What follows belongs to an exercise in optimizing a design on an open flow for small area, a short achievable clock period and few clock cycles; a production flow would make more cautious choices.
Where RTL was checked, it was by simulation tests only, not by an equivalence proof against the original.

==> inputs of job 5275 <==
// geofence
module geofence ( clk,reset,X,Y,valid,is_inside);
input clk;
input reset;
input [9:0] X;
input [9:0] Y;
output valid;
output is_inside;
reg [3:0] cnt;
reg [9:0] ox, oy;
reg v_sx, v_sy, a_sx, a_sy, b_sx, b_sy;
reg [9:0] v_mx, v_my, a_mx, a_my, b_mx, b_my;
reg [11:0] v_3x, v_3y;
reg ins_r;
wire le1, eq1, le2, eq2;
xcmp u_x1(.am(a_mx), .vm(v_my), .v3m(v_3y), .an(a_my), .vn(v_mx), .v3n(v_3x), .le(le1), .eq(eq1));
xcmp u_x2(.am(b_mx), .vm(v_my), .v3m(v_3y), .an(b_my), .vn(v_mx), .v3n(v_3x), .le(le2), .eq(eq2));
function [1:0] cross_sign;
    input p_sx, p_sy;
    input [9:0] p_mx, p_my;
    input q_sx, q_sy;
    input [9:0] q_mx, q_my;
    input le, eq;
    reg sp, sq, zp, zq;
    begin
        sp = p_sx ^ q_sy;
        sq = p_sy ^ q_sx;
        zp = (p_mx == 10'd0) || (q_my == 10'd0);
        zq = (p_my == 10'd0) || (q_mx == 10'd0);
        case ({sp, sq})
            2'b00: cross_sign = {le && !eq, eq};
            2'b11: cross_sign = {!le, eq};
            2'b01: cross_sign = {1'b0, zp && zq};
            2'b10: cross_sign = {!(zp && zq), zp && zq};
        endcase
    end
endfunction
wire [1:0] c1 = cross_sign(a_sx, a_sy, a_mx, a_my, v_sx, v_sy, v_mx, v_my, le1, eq1);
wire [1:0] c2 = cross_sign(b_sx, b_sy, b_mx, b_my, v_sx, v_sy, v_mx, v_my, le2, eq2);
wire s1n = c1[1], s1z = c1[0];
wire s2n = c2[1], s2z = c2[0];
wire s1p = !s1n && !s1z;
wire s2p = !s2n && !s2z;
wire same = (a_sx == v_sx && a_mx != 10'd0 && v_mx != 10'd0) ||
            (a_sy == v_sy && a_my != 10'd0 && v_my != 10'd0);
wire hit = (s1n && !s2n) || (s1z && s2p) || (s1z && s2z && !same);
wire load = (cnt == 4'd2);
assign valid = (cnt == 4'd8);
assign is_inside = ins_r;
  ...
Settings: LEC_CHECK=0, CAP_MARGIN=20, CORE_MARGIN=2, CORE_UTILIZATION=40, SLEW_MARGIN=20, SYNTH_HIERARCHICAL=1, SYNTH_MINIMUM_KEEP_SIZE=0; clock period 13.0 ns.
standard.sh (not shown) runs the stock make flow with config.mk's settings and CLKGATE_MAP_FILE= SYNTH_SCRIPT=/design/flow/synth_recipe.tcl, a recipe that flattens the netlist after the stock synthesis.
==> flow/flow/run.sh <==
#!/bin/bash
# The standard layout, with ORFS's timing repair aiming for a setup slack of
# $MARGIN ns (a shorter period than the constraint's) instead of the default.
set -euo pipefail
MARGIN=$(cat flow/margin.txt)
bash standard.sh SETUP_SLACK_MARGIN=$MARGIN finish > make_finish.log 2>&1
==> flow/flow/margin.txt <==
7
==> job 9218 (differences from job 5275) <==
--- a/flow/design.v
+++ b/flow/design.v
@@ -6,59 +6,59 @@
 output valid;
 output is_inside;
 reg [3:0] cnt;
 reg [9:0] ox, oy;
 reg v_sx, v_sy, a_sx, a_sy, b_sx, b_sy;
 reg [9:0] v_mx, v_my, a_mx, a_my, b_mx, b_my;
 reg [11:0] v_3x, v_3y;
 reg ins_r;
-wire le1, eq1, le2, eq2;
-xcmp u_x1(.am(a_mx), .vm(v_my), .v3m(v_3y), .an(a_my), .vn(v_mx), .v3n(v_3x), .le(le1), .eq(eq1));
-xcmp u_x2(.am(b_mx), .vm(v_my), .v3m(v_3y), .an(b_my), .vn(v_mx), .v3n(v_3x), .le(le2), .eq(eq2));
+wire lt1, eq1, lt2, eq2;
+xcmp u_x1(.am(a_mx), .vm(v_my), .v3m(v_3y), .an(a_my), .vn(v_mx), .v3n(v_3x), .lt(lt1), .eq(eq1));
+xcmp u_x2(.am(b_mx), .vm(v_my), .v3m(v_3y), .an(b_my), .vn(v_mx), .v3n(v_3x), .lt(lt2), .eq(eq2));
 function [1:0] cross_sign;
     input p_sx, p_sy;
     input [9:0] p_mx, p_my;
     input q_sx, q_sy;
     input [9:0] q_mx, q_my;
-    input le, eq;
+    input lt, eq;
     reg sp, sq, zp, zq;
     begin
         sp = p_sx ^ q_sy;
         sq = p_sy ^ q_sx;
         zp = (p_mx == 10'd0) || (q_my == 10'd0);
         zq = (p_my == 10'd0) || (q_mx == 10'd0);
         case ({sp, sq})
-            2'b00: cross_sign = {le && !eq, eq};
-            2'b11: cross_sign = {!le, eq};
+            2'b00: cross_sign = {lt, eq};
+            2'b11: cross_sign = {!lt && !eq, eq};
             2'b01: cross_sign = {1'b0, zp && zq};
             2'b10: cross_sign = {!(zp && zq), zp && zq};
         endcase
     end
 endfunction
-wire [1:0] c1 = cross_sign(a_sx, a_sy, a_mx, a_my, v_sx, v_sy, v_mx, v_my, le1, eq1);
-wire [1:0] c2 = cross_sign(b_sx, b_sy, b_mx, b_my, v_sx, v_sy, v_mx, v_my, le2, eq2);
+wire [1:0] c1 = cross_sign(a_sx, a_sy, a_mx, a_my, v_sx, v_sy, v_mx, v_my, lt1, eq1);
+wire [1:0] c2 = cross_sign(b_sx, b_sy, b_mx, b_my, v_sx, v_sy, v_mx, v_my, lt2, eq2);
 wire s1n = c1[1], s1z = c1[0];
 wire s2n = c2[1], s2z = c2[0];
 wire s1p = !s1n && !s1z;
 wire s2p = !s2n && !s2z;
 wire same = (a_sx == v_sx && a_mx != 10'd0 && v_mx != 10'd0) ||
             (a_sy == v_sy && a_my != 10'd0 && v_my != 10'd0);
 wire hit = (s1n && !s2n) || (s1z && s2p) || (s1z && s2z && !same);
 wire load = (cnt == 4'd2);
 assign valid = (cnt == 4'd8);
 assign is_inside = ins_r;
 wire [10:0] dx = {1'b0, X} - {1'b0, ox};
 wire [10:0] dy = {1'b0, Y} - {1'b0, oy};
 wire [9:0] dxc = dx[9:0] ^ {10{dx[10]}};
 wire [9:0] dyc = dy[9:0] ^ {10{dy[10]}};
 wire [9:0] mx = dxc + {9'd0, dx[10]};
 wire [9:0] my = dyc + {9'd0, dy[10]};
-wire [11:0] m3x = {2'b0, mx} + {1'b0, mx, 1'b0};
-wire [11:0] m3y = {2'b0, my} + {1'b0, my, 1'b0};
+wire [11:0] m3x = {2'b0, dxc} + {1'b0, dxc, 1'b0} + {10'd0, dx[10], dx[10]};
+wire [11:0] m3y = {2'b0, dyc} + {1'b0, dyc, 1'b0} + {10'd0, dy[10], dy[10]};
 always @(posedge clk or posedge reset) begin
     if (reset)
         cnt <= 4'd0;
     else
         cnt <= (cnt == 4'd8) ? 4'd0 : cnt + 4'd1;
 end
 always @(posedge clk) begin
     if (cnt == 4'd0) begin
@@ -75,20 +75,20 @@
         a_sx <= v_sx; a_sy <= v_sy; a_mx <= v_mx; a_my <= v_my;
     end
     if (load || (s1p && s2p)) begin
         b_sx <= v_sx; b_sy <= v_sy; b_mx <= v_mx; b_my <= v_my;
     end
     ins_r <= !load && (ins_r || hit);
 end
 endmodule
-module xcmp(am, vm, v3m, an, vn, v3n, le, eq);
+module xcmp(am, vm, v3m, an, vn, v3n, lt, eq);
 input [9:0] am, vm, an, vn;
 input [11:0] v3m, v3n;
-output le, eq;
+output lt, eq;
 wire s1;
 wire s2;
 wire s3;
 wire p4;
 wire p5;
 wire p6;
 wire p7;
 wire p8;
@@ -429,16 +429,20 @@
 wire s343;
 wire c344;
 wire s345;
 wire c346;
 wire s347;
 wire c348;
 wire s349;
 wire c350;
+wire s351;
+wire c352;
+wire s353;
+wire c354;
 dec4 uds1(.a0(am[0]), .a1(am[1]), .s1(s1), .s2(s2), .s3(s3));
 an2 up4(.a(am[0]), .b(vm[0]), .y(p4));
 pp3 up5(.a1(s1), .a2(vm[1]), .b1(s2), .b2(vm[0]), .c1(s3), .c2(v3m[1]), .y(p5));
 pp3 up6(.a1(s1), .a2(vm[2]), .b1(s2), .b2(vm[1]), .c1(s3), .c2(v3m[2]), .y(p6));
 pp3 up7(.a1(s1), .a2(vm[3]), .b1(s2), .b2(vm[2]), .c1(s3), .c2(v3m[3]), .y(p7));
 pp3 up8(.a1(s1), .a2(vm[4]), .b1(s2), .b2(vm[3]), .c1(s3), .c2(v3m[4]), .y(p8));
 pp3 up9(.a1(s1), .a2(vm[5]), .b1(s2), .b2(vm[4]), .c1(s3), .c2(v3m[5]), .y(p9));
 pp3 up10(.a1(s1), .a2(vm[6]), .b1(s2), .b2(vm[5]), .c1(s3), .c2(v3m[6]), .y(p10));
@@ -650,47 +654,49 @@
 fa3 us301(.a(s259), .b(s261), .c(c256), .s(s301), .co(c302));
 fa3 us303(.a(s263), .b(s265), .c(c260), .s(s303), .co(c304));
 fa3 us305(.a(s267), .b(s269), .c(c264), .s(s305), .co(c306));
 fa3 us307(.a(s271), .b(s273), .c(c268), .s(s307), .co(c308));
 fa3 us309(.a(s275), .b(s277), .c(c272), .s(s309), .co(c310));
 fa3 us311(.a(p74), .b(p149), .c(c276), .s(s311), .co(c312));
 assign s313 = ~p75;
 assign c314 = p75;
-ha2 us315(.a(p94), .b(s219), .s(s315), .co(c316));
-fa3 us317(.a(c220), .b(s281), .c(c280), .s(s317), .co(c318));
-fa3 us319(.a(c222), .b(s283), .c(c282), .s(s319), .co(c320));
-fa3 us321(.a(c226), .b(s285), .c(c284), .s(s321), .co(c322));
-fa3 us323(.a(c230), .b(s287), .c(c286), .s(s323), .co(c324));
-fa3 us325(.a(c234), .b(s289), .c(c288), .s(s325), .co(c326));
-fa3 us327(.a(c238), .b(s291), .c(c290), .s(s327), .co(c328));
-fa3 us329(.a(c242), .b(s293), .c(c292), .s(s329), .co(c330));
-fa3 us331(.a(c246), .b(s295), .c(c294), .s(s331), .co(c332));
-fa3 us333(.a(c250), .b(s297), .c(c296), .s(s333), .co(c334));
-fa3 us335(.a(c254), .b(s299), .c(c298), .s(s335), .co(c336));
-fa3 us337(.a(c258), .b(s301), .c(c300), .s(s337), .co(c338));
-fa3 us339(.a(c262), .b(s303), .c(c302), .s(s339), .co(c340));
-fa3 us341(.a(c266), .b(s305), .c(c304), .s(s341), .co(c342));
-fa3 us343(.a(c270), .b(s307), .c(c306), .s(s343), .co(c344));
-fa3 us345(.a(c274), .b(s309), .c(c308), .s(s345), .co(c346));
-fa3 us347(.a(c278), .b(s311), .c(c310), .s(s347), .co(c348));
-fa3 us349(.a(p150), .b(s313), .c(c312), .s(s349), .co(c350));
-wire [20:0] r1 = {c314, s349, s347, s345, s343, s341, s339, s337, s335, s333, s331, s329, s327, s325, s323, s321, s319, s317, s279, p5, p4};
-wire [20:0] r2 = {c350, c348, c346, c344, c342, c340, c338, c336, c334, c332, c330, c328, c326, c324, c322, c320, c318, c316, s315, p80, p79};
-csz u_sz(.r1(r1), .r2(r2), .le(le), .eq(eq));
+assign s315 = ~p4;
+assign c316 = p4;
+ha2 us317(.a(p5), .b(p80), .s(s317), .co(c318));
+fa3 us319(.a(p94), .b(s219), .c(s279), .s(s319), .co(c320));
+fa3 us321(.a(c220), .b(s281), .c(c280), .s(s321), .co(c322));
+fa3 us323(.a(c222), .b(s283), .c(c282), .s(s323), .co(c324));
+fa3 us325(.a(c226), .b(s285), .c(c284), .s(s325), .co(c326));
+fa3 us327(.a(c230), .b(s287), .c(c286), .s(s327), .co(c328));
+fa3 us329(.a(c234), .b(s289), .c(c288), .s(s329), .co(c330));
+fa3 us331(.a(c238), .b(s291), .c(c290), .s(s331), .co(c332));
+fa3 us333(.a(c242), .b(s293), .c(c292), .s(s333), .co(c334));
+fa3 us335(.a(c246), .b(s295), .c(c294), .s(s335), .co(c336));
+fa3 us337(.a(c250), .b(s297), .c(c296), .s(s337), .co(c338));
+fa3 us339(.a(c254), .b(s299), .c(c298), .s(s339), .co(c340));
+fa3 us341(.a(c258), .b(s301), .c(c300), .s(s341), .co(c342));
+fa3 us343(.a(c262), .b(s303), .c(c302), .s(s343), .co(c344));
+fa3 us345(.a(c266), .b(s305), .c(c304), .s(s345), .co(c346));
+fa3 us347(.a(c270), .b(s307), .c(c306), .s(s347), .co(c348));
+fa3 us349(.a(c274), .b(s309), .c(c308), .s(s349), .co(c350));
+fa3 us351(.a(c278), .b(s311), .c(c310), .s(s351), .co(c352));
+fa3 us353(.a(p150), .b(s313), .c(c312), .s(s353), .co(c354));
+wire [20:0] r1 = {c314, s353, s351, s349, s347, s345, s343, s341, s339, s337, s335, s333, s331, s329, s327, s325, s323, s321, s319, s317, p79};
+wire [20:0] r2 = {c354, c352, c350, c348, c346, c344, c342, c340, c338, c336, c334, c332, c330, c328, c326, c324, c322, c320, c318, c316, s315};
+csign u_sign(.r1(r1), .r2(r2), .neg(lt));
+czero u_zero(.r1(r1), .r2(r2), .zero(eq));
 endmodule
-module csz(r1, r2, le, eq);
+module csign(r1, r2, neg);
 input [20:0] r1, r2;
-output le, eq;
-wire [20:0] g0, p0;
+output neg;
+wire [19:0] g0 = r1[19:0] & r2[19:0];
+wire [19:0] p0 = r1[19:0] | r2[19:0];
 wire [19:0] g1, p1, g2, p2, g3, p3, g4, p4, g5, p5;
 genvar i;
-generate for (i = 0; i < 21; i = i + 1) begin : hb
-    ha2 u(.a(r1[i]), .b(r2[i]), .s(p0[i]), .co(g0[i]));
-end endgenerate
 generate for (i = 0; i < 20; i = i + 1) begin : pf
     if (i % 2 == 1) begin
         assign g1[i] = g0[i] | (p0[i] & g0[i - 1]);
         assign p1[i] = p0[i] & p0[i - 1];
     end else begin
         assign g1[i] = g0[i]; assign p1[i] = p0[i];
     end
     if (i % 4 >= 2) begin
@@ -713,18 +719,24 @@
     end
     if (i % 32 >= 16) begin
         assign g5[i] = g4[i] | (p4[i] & g4[i - i % 32 + 15]);
         assign p5[i] = p4[i] & p4[i - i % 32 + 15];
     end else begin
         assign g5[i] = g4[i]; assign p5[i] = p4[i];
     end
 end endgenerate
-assign le = p0[20] ^ g5[19];
-assign eq = &p0;
+assign neg = r1[20] ^ r2[20] ^ g5[19];
+endmodule
+module czero(r1, r2, zero);
+input [20:0] r1, r2;
+output zero;
+wire [20:0] zx = r1 ^ r2;
+wire [20:0] zo = {r1[19:0] | r2[19:0], 1'b0};
+assign zero = (zx == zo);
 endmodule
 module dec4(a0, a1, s1, s2, s3);
 input a0, a1;
 output s1, s2, s3;
 assign s1 = a0 & ~a1;
 assign s2 = ~a0 & a1;
 assign s3 = a0 & a1;
 endmodule
==> flow/run.sh (new file) <==
#!/bin/bash
# synth_recipe.tcl (not shown) runs the flow's synth.tcl, then flattens the netlist and writes it again
# the make line also repeats each setting of config.mk as NAME=value (left out here)
make -C /OpenROAD-flow-scripts/flow DESIGN_CONFIG=/design/flow/config.mk WORK_HOME=/design/flow/orfs CLKGATE_MAP_FILE= SYNTH_SCRIPT=/design/flow/synth_recipe.tcl finish
removed: flow/flow/run.sh
removed: flow/flow/margin.txt
removed: flow/standard.sh
==> results.txt <==
- Against job 5275, the non-clock buffer count of job 9218 is lower by 66.
- Against job 9218, the area after synthesis of job 5275 is smaller by about 6.5%.
- Sequential cell count is the same in job 9218 and job 5275.
- Between job 5275 and job 9218, the lower hold slack is in job 5275 (gap 0.0034 ns).
- In job 5275 the wire length is smaller than in job 9218, by about 10%.
==> figures <==
metric                                                                                    job 9218                 job 5275
Clock buf/inv share                                                                          3.46%                    3.86%
Post-synthesis compound-gate area fraction                                                   21.5%                    22.7%
Worst R2R End                                                                              b_mx[6]                  a_mx[0]
Fraction of final layout cells sized beyond drive strength 1                                 8.12%                    21.0%
Run status                                                                 complete, no violations  complete, no violations
Insertion delay to the later sink of the worst-skew pair                                   0.42 ns                  0.43 ns
Number of search-and-repair iterations in the first detailed-routing pass                       17                       27
Sum of met2 wire segment lengths after detailed routing                                    19.6 mm                  18.8 mm
Die boundary height                                                                         195 um                   189 um
WL per Instance                                                                            24.0 um                  22.8 um
Final period utilization                                                                     53.7%                    47.1%
Detailed-routing wirelength on met1                                                        18.2 mm                  16.2 mm
Testbench counts of job 9218, summed over its fixed seeds: cycles 21,600.
No functional check of the RTL was part of job 5275.

[what the ideal ports hide]
No port has a modelled driver above. Below, the same layouts with a new extraction and two added sets of constraints.
Step 1 assumes that a clkbuf_16 drives the clock port and a buf_2 every other input.
Step 2 adds t to the input delays and takes it off the output delays; t is the mean of the earliest and latest rising clock arrival at the registers after step 1. Input paths then give back, and output paths get back, about the clock's delay inside the block.
Slacks: no drivers / after step 1 / after step 2; pairs: no drivers / after step 1.
run	t, ns	setup slack, ns	hold slack, ns
job 5275	0.471	6.878 / 6.882 / 6.411	0.481 / 0.481 / 0.481
job 9218	0.452	6.017 / 6.017 / 5.906	0.485 / 0.485 / 0.485
After both steps every run listed still meets setup and hold. For job 5275, which loses most, drivers alone change the setup slack by +0.004 ns; drivers and shift together by -0.467 ns.
